Source: an optimization exercise on an open RTL-to-GDS flow (aim: small area, a short achievable clock period and few clock cycles). Production flows keep margins and buffers that such runs may drop. At most, simulation tests tie the RTL to the original design; equivalence was not proved. No activity file was given, so power comes from the tool's default toggle rates.

==> flow/design.v <==
module pcounter(
    input            clk,
    input            clr,
    input            cp,
    output reg [3:0] pc
    );
    always @(posedge clk)
        if (clr)
            pc <= 4'd1;
        else
            pc <= pc + 4'd1;
endmodule
module ram(
    input            clk,
    input            we,
    input      [3:0] wa,
    input      [7:0] wd,
    input      [3:0] ia,
    output     [7:0] id,
    input      [3:0] oa,
    output     [7:0] od,
    output     [7:0] d0
    );
    reg [7:0] mem [0:15];
    always @(posedge clk)
        if (we)
            mem[wa] <= wd;
    assign id = mem[ia];
    assign od = mem[oa];
    assign d0 = mem[0];
endmodule
module controller(
    input  [3:0] op,
    output       lda,
    output       add,
    output       sub,
    output       out,
    output       hlt
    );
    assign lda = (op == 4'h0);
    assign add = (op == 4'h1);
    assign sub = (op == 4'h2);
    assign out = (op == 4'he);
    assign hlt = (op == 4'hf);
endmodule
module sap1(
    input        clk,
    input        clr,
    input        prog_we,
    input  [3:0] prog_addr,
    input  [7:0] prog_data,
    output [7:0] OUT,
    output       out_valid,
    output       halted,
    output [7:0] ACC
    );
    reg  [7:0] f_ir;      
    reg        e_alu, e_lda, e_sub, e_out, e_hlt;   
    reg  [7:0] opnd;      
    reg  [7:0] a_reg;
    reg        hlt_r;
    reg        ov_r;
    wire [3:0] pc;
    wire [7:0] inst_data;
    wire [7:0] opnd_data;
    wire [7:0] mem0;
    wire       lda, add, sub, out, hlt;
    ram ram (
        .clk(clk),
        .we(prog_we),
        .wa(prog_addr),
        .wd(prog_data),
        .ia(pc),
        .id(inst_data),
        .oa(f_ir[3:0]),
        .od(opnd_data),
        .d0(mem0)
    );
    controller controller (
        .op(f_ir[7:4]),
        .lda(lda),
        .add(add),
        .sub(sub),
        .out(out),
        .hlt(hlt)
    );
    wire run = !hlt_r;
    pcounter program_counter (
        .clk(clk),
        .clr(load0),
        .cp(run),
        .pc(pc)
    );
    reg stale0;
    always @(posedge clk)
        stale0 <= clr && prog_we && (prog_addr == 4'd0);
    wire load0 = clr || stale0;
    always @(posedge clk)
        if (load0)
            f_ir <= mem0;
        else
            f_ir <= inst_data;
    always @(posedge clk)
        begin
            e_alu <= !load0 && (lda || add || sub);
            e_lda <= lda;
            e_sub <= sub;
            e_out <= !load0 && out;
            e_hlt <= !load0 && hlt;
            opnd  <= sub ? ~opnd_data : opnd_data;
        end
    wire [7:0] a_sum = e_lda ? opnd : a_reg + opnd + {7'd0, e_sub};
    always @(posedge clk)
        if (clr)
            a_reg <= 8'd0;
        else if (run && e_alu)
            a_reg <= a_sum;
    wire hlt_next = e_hlt || (hlt && !e_out && !stale0);
    always @(posedge clk)
        if (clr)
            hlt_r <= 1'b0;
        else if (run && hlt_next)
            hlt_r <= 1'b1;
    always @(posedge clk)
        if (clr)
            ov_r <= 1'b0;
        else
            ov_r <= run && e_out;
    assign OUT = a_reg;
    assign ACC = a_reg;
    assign out_valid = ov_r;
    assign halted = hlt_r;
endmodule
==> flow/config.mk <==
export PLATFORM = sky130hd
export DESIGN_NAME = sap1
export DESIGN_NICKNAME = sap1
export VERILOG_FILES = /design/flow/design.v
export SDC_FILE = /design/flow/constraint.sdc
export NUM_CORES = 4
export LEC_CHECK = 0
export CAP_MARGIN = 20
export CORE_MARGIN = 2
export CORE_UTILIZATION = 60
export CTS_BUF_LIST = sky130_fd_sc_hd__clkbuf_8
export CTS_CLUSTER_SIZE = 40
export SETUP_SLACK_MARGIN = 2.0
export SLEW_MARGIN = 20
==> flow/constraint.sdc <==
create_clock -name core_clock -period 4.0 [get_ports {clk}]
set_input_delay 0.8000 -clock core_clock [delete_from_list [all_inputs] [get_ports {clk}]]
set_output_delay 0.8000 -clock core_clock [all_outputs]
set_load 0.01 [all_outputs]
standard.sh (not shown) runs the stock make flow with config.mk's settings and CLKGATE_MAP_FILE= SYNTH_SCRIPT=/design/flow/synth_recipe.tcl, a recipe that flattens the netlist after the stock synthesis.
==> flow/flow/run.sh <==
#!/bin/bash
# Standard layout, with the port buffers made of plain buffers, cell sizing
# free to change a cell's footprint, and clock tree synthesis without dummy
# loads.
set -euo pipefail
bash standard.sh MATCH_CELL_FOOTPRINT=0 \
    "BUFFER_PORTS_ARGS=-buffer_cell sky130_fd_sc_hd__buf_1" \
    "CTS_ARGS=-sink_clustering_enable -repair_clock_nets -sink_clustering_size 40 -buf_list sky130_fd_sc_hd__clkbuf_8 -dont_use_dummy_load" \
    REMOVE_ABC_BUFFERS=1 \
    finish > standard.log 2>&1
The baseline ran to the end with no violations.
Testbench counts at the start, summed over its fixed seeds: cycles 7,923.
Rerun with:
--- a/flow/design.v
+++ b/flow/design.v
@@ -105,13 +105,14 @@
             e_alu <= !load0 && (lda || add || sub);
             e_lda <= lda;
             e_sub <= sub;
             e_out <= !load0 && out;
             e_hlt <= !load0 && hlt;
-            opnd  <= sub ? ~opnd_data : opnd_data;
+            opnd  <= opnd_data;
         end
-    wire [7:0] a_sum = e_lda ? opnd : a_reg + opnd + {7'd0, e_sub};
+    wire [7:0] b_in  = e_sub ? ~opnd : opnd;
+    wire [7:0] a_sum = e_lda ? opnd : a_reg + b_in + {7'd0, e_sub};
     always @(posedge clk)
         if (clr)
             a_reg <= 8'd0;
         else if (run && e_alu)
             a_reg <= a_sum;
Result: The changed run finished clean; synthesized area increases by 0.77%; worst setup slack is worse by 0.088 ns; power increases by 0.57%; die area increases by 0.74%; final cell count increases by 5.9%.
The RTL of the second run of this note was laid out without a check of its function.

---

sap1, a different RTL version from the one above (not shown whole).
For scale: roughly 480 cells after synthesis, ~33 I/O pins.
==> module pcounter, before the edit <==
module pcounter(
    input            clk,
    input            clr,
    input            cp,
    output reg [3:0] pc
    );
    always @(posedge clk)
        if (clr)
            pc <= 4'd1;
        else
            pc <= pc + 4'd1;
endmodule
==> module sap1, before the edit <==
module sap1(
    input        clk,
    input        clr,
    input        prog_we,
    input  [3:0] prog_addr,
    input  [7:0] prog_data,
    output [7:0] OUT,
    output       out_valid,
    output       halted,
    output [7:0] ACC
    );
    reg  [7:0] f_ir;      
    reg        e_valid;   
    reg        e_lda, e_add, e_sub, e_out, e_hlt;
    reg  [7:0] opnd;      
    reg  [7:0] a_reg;
    reg        hlt_r;
    reg        ov_r;
    wire [3:0] pc;
    wire [7:0] inst_data;
    wire [7:0] opnd_data;
    wire [7:0] mem0;
    wire       lda, add, sub, out, hlt;
    ram ram (
        .clk(clk),
        .we(prog_we),
        .wa(prog_addr),
        .wd(prog_data),
        .ia(pc),
        .id(inst_data),
        .oa(f_ir[3:0]),
        .od(opnd_data),
        .d0(mem0)
    );
    controller controller (
        .op(f_ir[7:4]),
        .lda(lda),
        .add(add),
        .sub(sub),
        .out(out),
        .hlt(hlt)
    );
    wire run = !hlt_r;
    pcounter program_counter (
        .clk(clk),
        .clr(clr),
        .cp(run),
        .pc(pc)
    );
    wire wr0 = prog_we && (prog_addr == 4'd0);
    always @(posedge clk)
        if (clr)
            f_ir <= wr0 ? prog_data : mem0;
        else
            f_ir <= inst_data;
    always @(posedge clk)
        e_valid <= !clr;
    always @(posedge clk)
        begin
            e_lda <= lda;
            e_add <= add;
            e_sub <= sub;
            e_out <= out;
            e_hlt <= hlt;
            opnd  <= opnd_data;
        end
    wire [7:0] a_in  = e_lda ? 8'd0 : a_reg;
    wire [7:0] b_in  = e_sub ? ~opnd : opnd;
    wire [7:0] a_sum = a_in + b_in + {7'd0, e_sub};
    always @(posedge clk)
        if (clr)
            a_reg <= 8'd0;
        else if (run && e_valid && (e_lda || e_add || e_sub))
            a_reg <= a_sum;
    wire e_outv = e_valid && e_out;
    wire hlt_next = (e_valid && e_hlt) || (hlt && !e_outv);
    always @(posedge clk)
        if (clr)
            hlt_r <= 1'b0;
        else if (run && hlt_next)
            hlt_r <= 1'b1;
    always @(posedge clk)
        if (clr)
            ov_r <= 1'b0;
        else
            ov_r <= run && e_outv;
    assign OUT = a_reg;
    assign ACC = a_reg;
    assign out_valid = ov_r;
    assign halted = hlt_r;
endmodule
export LEC_CHECK = 0
export CAP_MARGIN = 20
export CORE_MARGIN = 2
export CORE_UTILIZATION = 40
export SETUP_SLACK_MARGIN = 2.0
export SLEW_MARGIN = 20
create_clock -name core_clock -period 4.0 [get_ports {clk}]
run.sh (not shown) runs the stock make flow with config.mk's settings and CLKGATE_MAP_FILE= SYNTH_SCRIPT=/design/flow/synth_recipe.tcl, a recipe that flattens the netlist after the stock synthesis.
Stock flow here: none of the scripts above is used.
Edit:
--- a/flow/design.v
+++ b/flow/design.v
@@ -1,15 +1,15 @@
 module pcounter(
     input            clk,
     input            clr,
-    input            cp,
+    input            ok,      
     output reg [3:0] pc
     );
     always @(posedge clk)
         if (clr)
-            pc <= 4'd1;
+            pc <= ok ? 4'd2 : 4'd1;
         else
             pc <= pc + 4'd1;
 endmodule
 module ram(
     input            clk,
     input            we,
@@ -52,85 +52,94 @@
     output [7:0] OUT,
     output       out_valid,
     output       halted,
     output [7:0] ACC
     );
     reg  [7:0] f_ir;      
-    reg        e_valid;   
     reg        e_lda, e_add, e_sub, e_out, e_hlt;
     reg  [7:0] opnd;      
     reg  [7:0] a_reg;
     reg        hlt_r;
     reg        ov_r;
+    reg        clr_q;     
+    reg        pf_ok;     
+    reg        pf_sel;    
     wire [3:0] pc;
     wire [7:0] inst_data;
     wire [7:0] opnd_data;
     wire [7:0] mem0;
     wire       lda, add, sub, out, hlt;
+    wire [7:0] e_src = pf_sel ? mem0 : f_ir;
     ram ram (
         .clk(clk),
         .we(prog_we),
         .wa(prog_addr),
         .wd(prog_data),
         .ia(pc),
         .id(inst_data),
-        .oa(f_ir[3:0]),
+        .oa(e_src[3:0]),
         .od(opnd_data),
         .d0(mem0)
     );
     controller controller (
-        .op(f_ir[7:4]),
+        .op(e_src[7:4]),
         .lda(lda),
         .add(add),
         .sub(sub),
         .out(out),
         .hlt(hlt)
     );
     wire run = !hlt_r;
+    wire conflict = prog_we && ((prog_addr[3:1] == 3'd0) || (prog_addr == mem0[3:0]));
+    wire ok_clr = clr_q && (pf_sel || pf_ok) && !conflict;
     pcounter program_counter (
         .clk(clk),
         .clr(clr),
-        .cp(run),
+        .ok(ok_clr),
         .pc(pc)
     );
-    wire wr0 = prog_we && (prog_addr == 4'd0);
     always @(posedge clk)
-        if (clr)
-            f_ir <= wr0 ? prog_data : mem0;
-        else
-            f_ir <= inst_data;
-    always @(posedge clk)
-        e_valid <= !clr;
-    always @(posedge clk)
-        begin
+        if (!clr || pf_sel) begin
+            f_ir  <= inst_data;
             e_lda <= lda;
             e_add <= add;
             e_sub <= sub;
             e_out <= out;
             e_hlt <= hlt;
             opnd  <= opnd_data;
         end
+    always @(posedge clk) begin
+        clr_q <= clr;
+        if (clr) begin
+            pf_ok  <= ok_clr;
+            pf_sel <= !ok_clr;
+        end else begin
+            pf_ok  <= 1'b1;
+            pf_sel <= 1'b0;
+        end
+    end
     wire [7:0] a_in  = e_lda ? 8'd0 : a_reg;
     wire [7:0] b_in  = e_sub ? ~opnd : opnd;
     wire [7:0] a_sum = a_in + b_in + {7'd0, e_sub};
+    wire exec = run && pf_ok;
     always @(posedge clk)
         if (clr)
             a_reg <= 8'd0;
-        else if (run && e_valid && (e_lda || e_add || e_sub))
+        else if (exec && (e_lda || e_add || e_sub))
             a_reg <= a_sum;
-    wire e_outv = e_valid && e_out;
-    wire hlt_next = (e_valid && e_hlt) || (hlt && !e_outv);
+    wire f_hlt = (f_ir[7:4] == 4'hf);
+    wire hlt_next = e_hlt || (f_hlt && !e_out);
     always @(posedge clk)
         if (clr)
             hlt_r <= 1'b0;
-        else if (run && hlt_next)
+        else if (exec && hlt_next)
             hlt_r <= 1'b1;
     always @(posedge clk)
         if (clr)
             ov_r <= 1'b0;
         else
-            ov_r <= run && e_outv;
+            ov_r <= exec && e_out;
     assign OUT = a_reg;
     assign ACC = a_reg;
     assign out_valid = ov_r;
     assign halted = hlt_r;
 endmodule
Result:
- sequential power rises by about 6%
- final area rose by 7.7%
- hold slack is better by 3.5 ps
- wire length climbs by 7.3%
- core utilization increases by 1.7 points
- die area rose by 3.8%
- cell count increases by 7.7%
- total power came out higher by 14%
- area after synthesis went up by 3.9%
- count of clock-buffer cells in the layout is lower by 1
- via count came out higher by 7.6%
- worst setup slack degrades by 130 ps
- global-route usage increases by 0.78 points
No functional check of the RTL was part of any run of this note.

[afterwards: timing with drivers on the ports]
Ports are ideal in the flow. The routed layouts listed here were re-timed in OpenROAD.
Step 1: set_driving_cell puts a clkbuf_16 on clk and a buf_2 on each other input, an assumption about the parent block.
Step 2 moves the port delays by t, midway between the first and last clock arrival at a register: inputs arrive t later, outputs are due t later. That takes back most of the time a late clock gives input paths.
Three values: no drivers, after step 1, after step 2; two values: the first two.
| run | t (ns) | slack for setup (ns) | clock arrival spread, ns | worst slew at a driven data input, ns |
|---|---|---|---|---|
| the first run of note 1 | 0.466 | 2.044 / 2.044 / 1.605 | 0.022 / 0.022 | 0.03 |
| the second run of note 1 | 0.487 | 1.956 / 1.956 / 1.627 | 0.019 / 0.019 | 0.03 |
| the first run of note 2 | 0.469 | 1.910 / 1.910 / 1.577 | 0.014 / 0.014 | 0.04 |
| the second run of note 2 | 0.464 | 1.779 / 1.779 / 1.644 | 0.015 / 0.016 | 0.04 |
After both steps every run listed still meets setup and hold. The setup slack of the first run of note 1, which loses most, moves by 0.000 ns with the drivers and by -0.439 ns with both steps.
